From an optimization exercise on the open Yosys and OpenROAD flow, aimed at small area and a short achievable clock period; shortcuts taken in it are not production practice. In this exercise RTL edits were held to simulation tests only and were not proved equivalent to the original.

==> flow/design.v (outline; a module is shown in full before it is edited, if it fits) <==
// module LMS: 7342 lines
// module wb_lms: 68 lines
module wb_lms (
    input  wire        Clk,
    input  wire        Rst,
    input  wire        wb_cyc_i,
    input  wire        wb_stb_i,
    input  wire        wb_we_i,
    input  wire [31:0] wb_adr_i,
    input  wire [15:0] wb_dat_i,
    output reg  [15:0] wb_dat_o,
    output reg         wb_ack_o,
    output reg         irq_o
);
  // ...
==> flow/flow/run.sh <==
#!/bin/bash
# Standard synthesis, then full adders flipped to drop the inverters between them, then the
# standard layout from the floorplan on, with a clock tree of small buffers and no dummy loads, and
# small port buffers.
set -euo pipefail
R=$PWD/orfs/results/$FLOW_PLATFORM/wb_lms/base
bash standard.sh "$R/1_2_yosys.v" > synth.log 2>&1
python3 flow/fixinv.py "$R/1_2_yosys.v" "$R/1_2_yosys.fixed.v" > fixinv.log 2>&1
cp "$R/1_2_yosys.v" "$R/1_2_yosys.orig.v"
mv "$R/1_2_yosys.fixed.v" "$R/1_2_yosys.v"
touch "$R/1_2_yosys.v"
export CTS_ARGS="-sink_clustering_enable -repair_clock_nets -dont_use_dummy_load -buf_list {sky130_fd_sc_hd__clkbuf_4 sky130_fd_sc_hd__clkbuf_8}"
export BUFFER_PORTS_ARGS="-buffer_cell sky130_fd_sc_hd__buf_2"
bash standard.sh > layout.log 2>&1
==> flow/flow/fixinv.py <==
#!/usr/bin/env python3
"""Push inverters through full adders in a Yosys netlist.

A full adder is self-dual: FA(~a,~b,~c) = (~sum, ~cout). The adder extraction of the
standard synthesis leaves many inverters between full adders; this script chooses, for
every full adder, whether it works on inverted signals, so that as few inverters as
possible remain, and rewrites the netlist with only those inverters.
usage: fixinv.py in.v out.v
"""
import re, sys, random

src = open(sys.argv[1]).read()
inst_re = re.compile(r'^  (sky130_fd_sc_hd__\w+) (\S+) +\(\n((?:    \.\w+\([^\n]*\),?\n)+)  \);\n', re.M)
pin_re = re.compile(r'    \.(\w+)\((.*)\),?$')
cells = []  # [type, name, [(pin, net)], span]
for m in inst_re.finditer(src):
    pins = [pin_re.match(l).groups() for l in m.group(3).rstrip('\n').split('\n')]
    cells.append([m.group(1), m.group(2), pins, m.span()])

ninst = len(re.findall(r'^  sky130_fd_sc_hd__\w+ ', src, re.M))
if ninst != len(cells) or re.search(r'^\s*assign ', src, re.M):
    print(f"netlist not understood ({ninst} instances, {len(cells)} parsed); left as it is", file=sys.stderr)
    open(sys.argv[2], "w").write(src)
    sys.exit(0)
OUTP = {'X', 'Y', 'Q', 'Q_N', 'SUM', 'COUT', 'HI', 'LO'}
mod_m = re.search(r'^module \w+\((.*?)\);', src, re.M | re.S)
ports = set()
for m in re.finditer(r'^\s*(input|output)\s+(\[\d+:\d+\]\s+)?(\S+);', src, re.M):
    ports.add(m.group(3))
def base_name(n):
    n = n.strip()
    if n.startswith('\\'):
        return n.split(' ')[0][1:]
    return re.sub(r'\[\d+\]$', '', n)
def is_port(n):
    return base_name(n) in ports

def is_inv(t):
    return re.match(r'sky130_fd_sc_hd__(clk)?inv_\d+$', t) is not None
def is_fa(t):
    return re.match(r'sky130_fd_sc_hd__fa_\d+$', t) is not None

driver = {}
inv_of = {}  # out net -> in net for collapsible inverters
for ci, (t, name, pins, span) in enumerate(cells):
    for p, n in pins:
        if p in OUTP:
            driver[n.strip()] = ci
for ci, (t, name, pins, span) in enumerate(cells):
    if is_inv(t):
        d = dict(pins)
        o, a = d['Y'].strip(), d['A'].strip()
        if not is_port(o):
            inv_of[o] = a

def resolve(n):
    c = 0
    while n in inv_of:
        n = inv_of[n]; c ^= 1
    return n, c

flip = [0] * len(cells)
def is_x(t):
    return re.match(r'sky130_fd_sc_hd__x(n)?or2_1$', t) is not None
fa_ids = [ci for ci, c in enumerate(cells) if is_fa(c[0])]
x_ids = [ci for ci, c in enumerate(cells) if is_x(c[0])]
# consumer pins: (ci, pin, base, c)
cons = []
for ci, (t, name, pins, span) in enumerate(cells):
    if ci in () or (is_inv(t) and dict(pins)['Y'].strip() in inv_of):
        continue
    for pi, (p, n) in enumerate(pins):
        if p in OUTP: continue
        n = n.strip()
        if n.startswith("1'b") or n == '': continue
        b, c = resolve(n)
        cons.append((ci, pi, b, c))
by_base = {}
by_cell = {}
for k, (ci, pi, b, c) in enumerate(cons):
    by_base.setdefault(b, []).append(k)
    by_cell.setdefault(ci, []).append(k)
def f_drv(b):
    d = driver.get(b)
    return flip[d] if d is not None else 0
isfa = [is_fa(c[0]) for c in cells]
def need(k):
    ci, pi, b, c = cons[k]
    return c ^ (flip[ci] if isfa[ci] else 0) ^ f_drv(b)
ninv = {}
for b, ks in by_base.items():
    ninv[b] = sum(need(k) for k in ks)
def cost():
    return sum(1 for v in ninv.values() if v > 0)
start = cost()
outs_of = {ci: [n.strip() for p, n in cells[ci][2] if p in OUTP] for ci in fa_ids + x_ids}
def affected(ci):
    ks = set(by_cell.get(ci, [])) if isfa[ci] else set()
    for o in outs_of[ci]:
        ks.update(by_base.get(o, []))
    return ks
def do_flip(ci):
    ks = affected(ci)
    bases = set(cons[k][2] for k in ks)
    before = sum(1 for b in bases if ninv[b] > 0)
    for k in ks: ninv[cons[k][2]] -= need(k)
    flip[ci] ^= 1
    for k in ks: ninv[cons[k][2]] += need(k)
    after = sum(1 for b in bases if ninv[b] > 0)
    return after - before
import math
fl_ids = fa_ids + x_ids
random.seed(1)
cur = cost()
best = cur; bestflip = flip[:]
T = 2.0
nmoves = 400000
for it in range(nmoves):
    ci = random.choice(fl_ids)
    d = do_flip(ci)
    if d <= 0 or random.random() < math.exp(-d / T):
        cur += d
        if cur < best:
            best = cur; bestflip = flip[:]
    else:
        do_flip(ci)
    T = max(0.02, 2.0 * (1 - it / nmoves))
for ci in fl_ids:
    if flip[ci] != bestflip[ci]:
        do_flip(ci)
end = cost()
print(f"inverters: {len(inv_of)} collapsible, nets needing one before {start}, after {end}", file=sys.stderr)

# rewrite
newinv = {}
def esc(n):
    return n + ' ' if n.startswith('\\') else n
def inv_net(b):
    if b not in newinv:
        newinv[b] = f"_fixinv{len(newinv)}_"
    return newinv[b]
pieces = []
last = 0
for ci, (t, name, pins, span) in enumerate(cells):
    pieces.append(src[last:span[0]])
    last = span[1]
    if is_inv(t) and dict(pins)['Y'].strip() in inv_of:
        continue
    ks = {cons[k][1]: k for k in by_cell.get(ci, [])}
    lines = []
    for pi, (p, n) in enumerate(pins):
        if pi in ks:
            k = ks[pi]
            b = cons[k][2]
            n = inv_net(b) if need(k) else esc(b)
        if is_x(t) and flip[ci] and p in ('X', 'Y'):
            p = 'Y' if p == 'X' else 'X'
        lines.append(f"    .{p}({n})")
    if is_x(t) and flip[ci]:
        t = t.replace('xnor2', 'XOR2') if 'xnor2' in t else t.replace('xor2', 'xnor2')
        t = t.replace('XOR2', 'xor2')
    pieces.append(f"  {t} {name} (\n" + ",\n".join(lines) + "\n  );\n")
pieces.append(src[last:])
out = "".join(pieces)
decl = "".join(f"  wire {v};\n" for v in newinv.values())
# inv_2 has the area of inv_1: use it where an inverter drives more than two pins
nfo = {}
for k in range(len(cons)):
    if need(k):
        nfo[cons[k][2]] = nfo.get(cons[k][2], 0) + 1
def invcell(b):
    return "inv_2" if nfo.get(b, 0) > 2 else "inv_1"
cellsv = "".join(f"  sky130_fd_sc_hd__{invcell(b)} _fixinvc{i}_ (\n    .A({esc(b)}),\n    .Y({v})\n  );\n" for i, (b, v) in enumerate(newinv.items()))
k = out.rfind("endmodule")
out = out[:k] + cellsv + out[k:]
# declarations after the module header
m = re.search(r'^module \w+\(.*?\);\n', out, re.M | re.S)
out = out[:m.end()] + decl + out[m.end():]
open(sys.argv[2], "w").write(out)
==> flow/standard.sh <==
#!/bin/bash
# synth_recipe.tcl (not shown) runs the flow's synth.tcl, then flattens the netlist and writes it again
# the make line also repeats each setting of config.mk as NAME=value (left out here)
make -C /OpenROAD-flow-scripts/flow DESIGN_CONFIG=/design/flow/config.mk WORK_HOME=/design/flow/orfs CLKGATE_MAP_FILE= SYNTH_SCRIPT=/design/flow/synth_recipe.tcl "${@:-finish}"
==> flow/config.mk <==
export PLATFORM = sky130hd
export DESIGN_NAME = wb_lms
export DESIGN_NICKNAME = wb_lms
export VERILOG_FILES = /design/flow/design.v
export SDC_FILE = /design/flow/constraint.sdc
export NUM_CORES = 4
export LEC_CHECK = 0
export ABC_AREA = 1
export CAP_MARGIN = 20
export CORE_MARGIN = 2
export CORE_UTILIZATION = 55
export SETUP_SLACK_MARGIN = 2.4
export SLEW_MARGIN = 20
==> flow/constraint.sdc <==
create_clock -name core_clock -period 10.0 [get_ports {Clk}]
set_input_delay 2.0000 -clock core_clock [delete_from_list [all_inputs] [get_ports {Clk}]]
set_output_delay 2.0000 -clock core_clock [all_outputs]
set_load 0.01 [all_outputs]
==> flow_metrics.py, run 1 <==
metrics = {
    "run_status": {
        "outcome": "finished clean",
    },
    "cts": {
        "cts_hold_buf": 0,
        "clockBufferDepth": 3,
    },
    "finish": {
        "final_common_cell": "o22ai_1",
        "syn2layout_area_growth_pct": 4.11,
        "multi_input_gates": 4386,
        "multi_input_area_share_pct": 77.7,
        "final_cell_area_sq_mm": 0.0557,
        "fin_nets": 6672,
        "final_core_util_pct": 57.6,
    },
    "sta": {
        "finalSetupViolations": 0,
        "period_share_pct": 75.5,
        "rsz0062_at_grt": "no",
        "worst_slack_ns": 2.45,
        "slew_headroom_pct": 29.5,
    },
    "global_routing": {
        "grt.overflow.total": 0,
        "use_met1_pct": 53.0,
    },
    "run": {
        "drv_cap": 0,
    },
    "min_path": {
        "min_from": "x_in_reg[0]",
        "hp-class": "register to register",
    },
    "drt": {
        "drc": 0,
        "wl_met2_um": 82100,
        "totalWireLength_um": 199000,
    },
    "worst_setup_path": {
        "required_ns": 10.59,
        "crit_cells": 24,
        "crit_path_frequent_cell": "fa_1",
        "path_max_fanout": 17,
    },
    "floorplanning": {
        "die_x_um": 316,
        "num_io_pins": 71,
    },
    "logic_synthesis": {
        "syn-num-nets": 6985,
    },
}
==> inputs of run 2 (changes only) <==
--- a/flow/config.mk
+++ b/flow/config.mk
@@ -11,3 +11,3 @@
 export CORE_UTILIZATION = 55
-export SETUP_SLACK_MARGIN = 2.4
+export SETUP_SLACK_MARGIN = 2.8
 export SLEW_MARGIN = 20
==> run 2 against run 1 <==
  * Utilization grew 2.2 points
  * Sequential cell count is the same
  * Maximum frequency grew 5.8%
  * Global-route usage grew 0.43 points
  * Critical path depth grew 1
  * Synthesized cell count is the same
  * First-iteration DRC count grew 9.8%
  * Hold slack lost 0.0011 ns
==> flow_metrics.py, run 2 <==
metrics = {
    "cts": {
        "cts_tree": "yes",
        "clock-sinks": 255,
        "clock-root-buffer": "clkbuf_8",
        "clock_latency_ns": 0.76,
        "clk_pin_slew_ns": 0.06,
        "cts_hold_buf": 0,
        "clockBufferDepth": 3,
        "h-tree-depth": 2,
        "cts_made_buffers": 56,
    },
    "floorplanning": {
        "start_util_pct": 55.4,
        "die_y_um": 316,
        "rows": 114,
        "core_area_sq_mm": 0.0966,
        "die_area_sq_mm": 0.0997,
        "num_io_pins": 71,
        "die_x_um": 316,
    },
    "finish": {
        "fillerInstances": 8329,
        "final_cell_area_sq_mm": 0.0578,
        "final_common_cell": "o22ai_1",
        "multiInputGateArea_sq_mm": 0.0434,
        "seq_area_sq_mm": 0.00681,
        "drive_above_1_share_pct": 12.9,
        "final_cell_mix": "o22ai_1, fa_1, xor2_1, xnor2_1, inv_1",
        "syn2layout_area_growth_pct": 8.17,
        "final_core_util_pct": 59.9,
        "fin_nets": 6852,
    },
    "placement": {
        "dpl_cell_area_sq_mm": 0.0543,
        "gp_congestion": 0.959,
        "pre_cts_slack_ns": 2.23,
        "dpl.hpwl_um": 141000,
        "port_buffers": 42,
    },
    "sta": {
        "clock.fmax_ghz": 0.140,
        "period_share_pct": 71.3,
        "fin_skew_ns": 0.0614,
        "rsz0062_at_grt": "yes",
        "finalSetupViolations": 0,
        "worst_slack_ns": 2.87,
        "tightest_slew_ns": 1.03,
        "drv_slew": 0,
        "final.setup.tns_ns": 0,
        "slew_headroom_pct": 31.1,
        "finalHoldViolCount": 0,
        "finalCriticalPeriod_ns": 7.13,
    },
    "drt": {
        "totalWireLength_um": 207000,
        "ant_nets": 0,
        "first_iter_violations": 6909,
        "avgViaCountPerCell": 6.73,
        "drtPass1Iterations": 10,
        "avgRoutedWirePerCell_um": 30.4,
        "num_vias": 45965,
        "drc": 0,
    },
    "worst_setup_path": {
        "cp_data_arrival_time_ns": 7.75,
        "path_max_fanout": 24,
        "required_ns": 10.61,
        "cp-start-kind": "register",
        "rrSetupSlack_ns": 2.87,
        "setup.worst_path.class": "register to register",
        "end_kind": "register",
    },
    "logic_synthesis": {
        "syn-num-nets": 6985,
        "synthesis.area_sq_mm": 0.0535,
        "syn-instance-count": 5681,
        "yosysWarnings": 2,
        "avgSynthCellArea_sq_um": 9.41,
    },
    "global_routing": {
        "grt_antenna_before_repair": 9,
        "grt_pass1_wl_um": 300000,
        "grt.overflow.total": 0,
        "grt_usage_pct": 41.0,
        "grt_pass1_vias": 45994,
        "grt_max_degree": 93,
    },
    "run_status": {
        "outcome": "finished clean",
    },
    "min_path": {
        "hp-class": "register to register",
    },
    "run": {
        "drv_cap": 0,
    },
}
run 2: worst max-delay path, cell delays in order (launching register included):
cell and delay (ns):
dfrtp_1 0.36, buf_4 0.25, inv_6 0.35, xnor2_1 0.16, fa_1 0.45, fa_1 0.51, fa_1 0.40, fa_1 0.46
fa_1 0.42, fa_1 0.40, fa_1 0.47, fa_1 0.39, fa_2 0.64, inv_1 0.10, ha_1 0.31, inv_2 0.08
o21ai_0 0.12, a21oi_2 0.21, inv_1 0.05, nand2_1 0.06, nand2_1 0.10, inv_1 0.07, nand2_1 0.10, or2_2 0.28
nand3_1 0.13, a21oi_1 0.08
run 2: cell type report:
type / count / area share (%)
Timing Repair Buffer: 393 / 5.94
Tap cell: 1276 / 2.76
Sequential cell: 255 / 11.8
Clock buffer: 56 / 1.33
Inverter: 457 / 3.15
Multi-Input combinational cell: 4385 / 75.0
Antenna cell: 6 / 0.0260
run 2: worst paths after layout:
path,end,cells after the start,start
worst min-delay path,x_in_reg[0],2,x_in_reg[0]
min in group asynchronous,x_in_reg[15],2,Rst
worst max register to register,wb_dat_o[12],25,dut.x2_neg[4]
worst max-delay path,wb_dat_o[12],25,dut.x2_neg[4]
worst min register to register,x_in_reg[0],2,x_in_reg[0]
max in group asynchronous,dut.x3_ntwo[3],3,Rst
run 2: through the flow:
| step | std cells | hold slack (ns) |
|---|---|---|
| finish | 6828 | 0.492 |
| global route | 6823 | 0.508 |
| global placement | 6562 | 0.468 |
| detailed placement | 6562 | 0.465 |
| floorplan | 5681 | 0.349 |
| CTS | 6658 | 0.490 |
run 2: what timing repair did:
action                                  in CTS  in global routing
resized for setup                          115                208
endpoints found under the setup margin      44                 45
setup buffers                               38                161
pin swaps                                    7                 20
cloned                                       2                  3
run 2: metal layers:
| metal | share of wire [%] | wire length [um] | track usage [%] | vias up |
|---|---|---|---|---|
| met1 | 36 | 74200 | 53.4 | 22495 |
| met5 | 0 | 0 | 0.237 | - |
| met4 | 8.2 | 17100 | 24.4 | 0 |
| met3 | 15 | 31500 | 15.4 | 948 |
| li1 | - | - | - | 18655 |
| met2 | 41 | 84700 | 58.2 | 3867 |
==> inputs of run 3 (changes only) <==
--- a/flow/config.mk
+++ b/flow/config.mk
@@ -11,3 +11,3 @@
 export CORE_UTILIZATION = 55
-export SETUP_SLACK_MARGIN = 2.8
+export SETUP_SLACK_MARGIN = 3.0
 export SLEW_MARGIN = 20
==> run 3 against run 2 <==
  * Sequential cell count stayed put
  * Hold slack worse by 0.00090 ns
  * Routed wire length is 3.5% higher
  * Synthesized cell count stayed put
  * Critical path type unchanged
==> flow_metrics.py, run 3 <==
metrics = {
    "run_status": {
        "outcome": "finished clean",
    },
    "worst_setup_path": {
        "path_max_fanout": 18,
        "path_cells": "o22ai_1, xnor2_2, fa_1, fa_1, fa_1, fa_1, fa_1, fa_1, fa_1, ha_4, inv_1, ha_1, inv_2, nor2_1, inv_1, nor2_1, nor3_2, nand2_2, fa_2, xnor2_2, o21ai_0, o22ai_1, inv_1",
        "rrSetupSlack_ns": 3.05,
        "required_ns": 10.64,
        "slowest_stage": "dfstp_4",
        "cp_data_arrival_time_ns": 7.59,
        "r2r_end": "wb_dat_o[5]",
        "setup.worst_path.class": "register to register",
        "crit_path_frequent_cell": "fa_1",
        "cp-start-kind": "register",
        "ff2ff_path_depth": 23,
        "critPathBufInv": 4,
        "critPathMaxStageDelay_ns": 0.79,
        "critical-path-top-delay-family": "adder cells",
        "crit_start": "dut.nwn2[1]",
        "r2r-start": "dut.nwn2[1]",
        "end_kind": "register",
    },
    "cts": {
        "clock-sinks": 255,
        "clockBufferDepth": 3,
        "clock_latency_ns": 0.76,
        "h-tree-depth": 2,
        "clk_pin_slew_ns": 0.06,
        "cts_made_buffers": 56,
        "cts_tree": "yes",
        "clock-root-buffer": "clkbuf_8",
    },
    "sta": {
        "tightest_slew_ns": 1.07,
        "fin_skew_ns": 0.0578,
        "slew_headroom_pct": 28.2,
        "rsz0062_at_grt": "yes",
        "clock.fmax_ghz": 0.144,
        "worst_slack_ns": 3.05,
        "finalCriticalPeriod_ns": 6.95,
        "final.setup.tns_ns": 0,
        "drv_slew": 0,
        "period_share_pct": 69.5,
        "finalHoldViolCount": 0,
        "finalSetupViolations": 0,
    },
    "placement": {
        "gp_congestion": 0.959,
        "dp_cells": 6562,
        "port_buffers": 42,
        "pre_cts_slack_ns": 2.23,
        "dpl.hpwl_um": 141000,
    },
    "min_path": {
        "min_from": "x_in_reg[0]",
        "hold_end": "x_in_reg[0]",
        "hp-class": "register to register",
        "hold_depth": 2,
    },
    "drt": {
        "avgViaCountPerCell": 6.78,
        "drc": 0,
        "avgRoutedWirePerCell_um": 31.3,
        "num_vias": 46522,
        "ant_nets": 0,
        "totalWireLength_um": 215000,
        "first_iter_violations": 7592,
        "drtPass1Iterations": 12,
    },
    "floorplanning": {
        "die_y_um": 316,
        "core_area_sq_mm": 0.0966,
        "num_io_pins": 71,
        "start_util_pct": 55.4,
        "die_x_um": 316,
        "die_area_sq_mm": 0.0997,
        "rows": 114,
    },
    "global_routing": {
        "grt_usage_pct": 42.8,
        "grt_pass1_vias": 46615,
        "grt.overflow.total": 0,
        "grt_pass1_wl_um": 311000,
        "grt_antenna_before_repair": 9,
        "grt_max_degree": 93,
    },
    "finish": {
        "final_cells": 6861,
        "syn2layout_area_growth_pct": 9.84,
        "final_common_cell": "o22ai_1",
        "fin_nets": 6885,
        "drive_above_1_share_pct": 14.9,
        "seq_area_sq_mm": 0.00682,
        "fillerInstances": 8197,
        "final_cell_mix": "o22ai_1, fa_1, xor2_1, xnor2_1, inv_1",
        "final_core_util_pct": 60.8,
        "multiInputGateArea_sq_mm": 0.0438,
    },
    "logic_synthesis": {
        "syn-num-nets": 6985,
        "yosysWarnings": 2,
        "syn-instance-count": 5681,
        "avgSynthCellArea_sq_um": 9.41,
        "synthesis.area_sq_mm": 0.0535,
    },
    "run": {
        "drv_cap": 0,
    },
}
run 3: through the flow:
stage | hold WS, ns | instance area [sq um]
after floorplan | 0.349 | 53500
after global placement | 0.468 | 54300
after detailed placement | 0.465 | 54300
after CTS | 0.490 | 57300
after global routing | 0.508 | 58700
final | 0.491 | 58700
run 3: repair_timing:
| action | 4_1_cts | 5_1_grt |
|---|---|---|
| setup endpoints to repair | 54 | 48 |
| hold buffers | 0 | 0 |
| resized for setup | 220 | 213 |
| pin swaps | 17 | 59 |
| cloned | 4 | 7 |
| buffers inserted | 173 | 53 |
run 3: worst max path at each step:
stage	to	cells past startpoint	slack [ns]
floorplan	wb_dat_o[12]	26	3.19
global placement	dut.nwn1[8]	30	2.29
detailed placement	dut.nwn1[15]	31	2.23
CTS	wb_dat_o[12]	24	3.00
global route	dut.eg15	19	2.92
finish	wb_dat_o[5]	23	3.05
run 3: final cells by class:
type / instances / share of cell area, %
inverter: 457 / 3.10
sequential: 255 / 11.6
multi-input combinational: 4385 / 74.5
clock buffer: 56 / 1.31
tap: 1276 / 2.72
timing repair buffer: 426 / 6.71
antenna: 6 / 0.0256
run 3: tightest hold or removal path, cell delays in order (launching register included):
cell and delay, ns:
dfrtp_1 0.35, nand2_1 0.05, o21ai_0 0.06
run 3: metal layers:
| metal | vias to the layer above | wire length (um) | global-route usage (%) |
|---|---|---|---|
| met4 | 2 | 18800 | 25.7 |
| met1 | 22748 | 76000 | 54.6 |
| met3 | 1060 | 33100 | 18.1 |
| met5 | - | 83 | 0.947 |
| li1 | 18730 | - | - |
| met2 | 3982 | 86700 | 60.5 |

static timing again, ports no longer ideal:
How much do the figures lean on ideal ports? The routed layouts below were timed once more, with nothing changed but the port constraints.
Step 1 (the two cells are an assumption about what drives the block):
set clk [get_ports {Clk}]
set_driving_cell -lib_cell sky130_fd_sc_hd__clkbuf_16 $clk
set_driving_cell -lib_cell sky130_fd_sc_hd__buf_2 [delete_from_list [all_inputs] $clk]
Step 2, shift: input delay + t, output delay - t, t = (earliest + latest rising clock arrival at the registers) / 2. This alone moves slack from input paths to output paths.
Three values: ideal ports, drivers, drivers and shift; two values: the first two.
run | shift t [ns] | setup slack, ns | worst data-port slew with drivers (ns)
run 1 | 0.794 | 2.451 / 2.451 / 2.451 | 0.11
run 2 | 0.792 | 2.866 / 2.866 / 2.866 | 0.08
run 3 | 0.800 | 3.055 / 3.055 / 3.055 | 0.11
After both steps setup and hold are still met in every run listed.
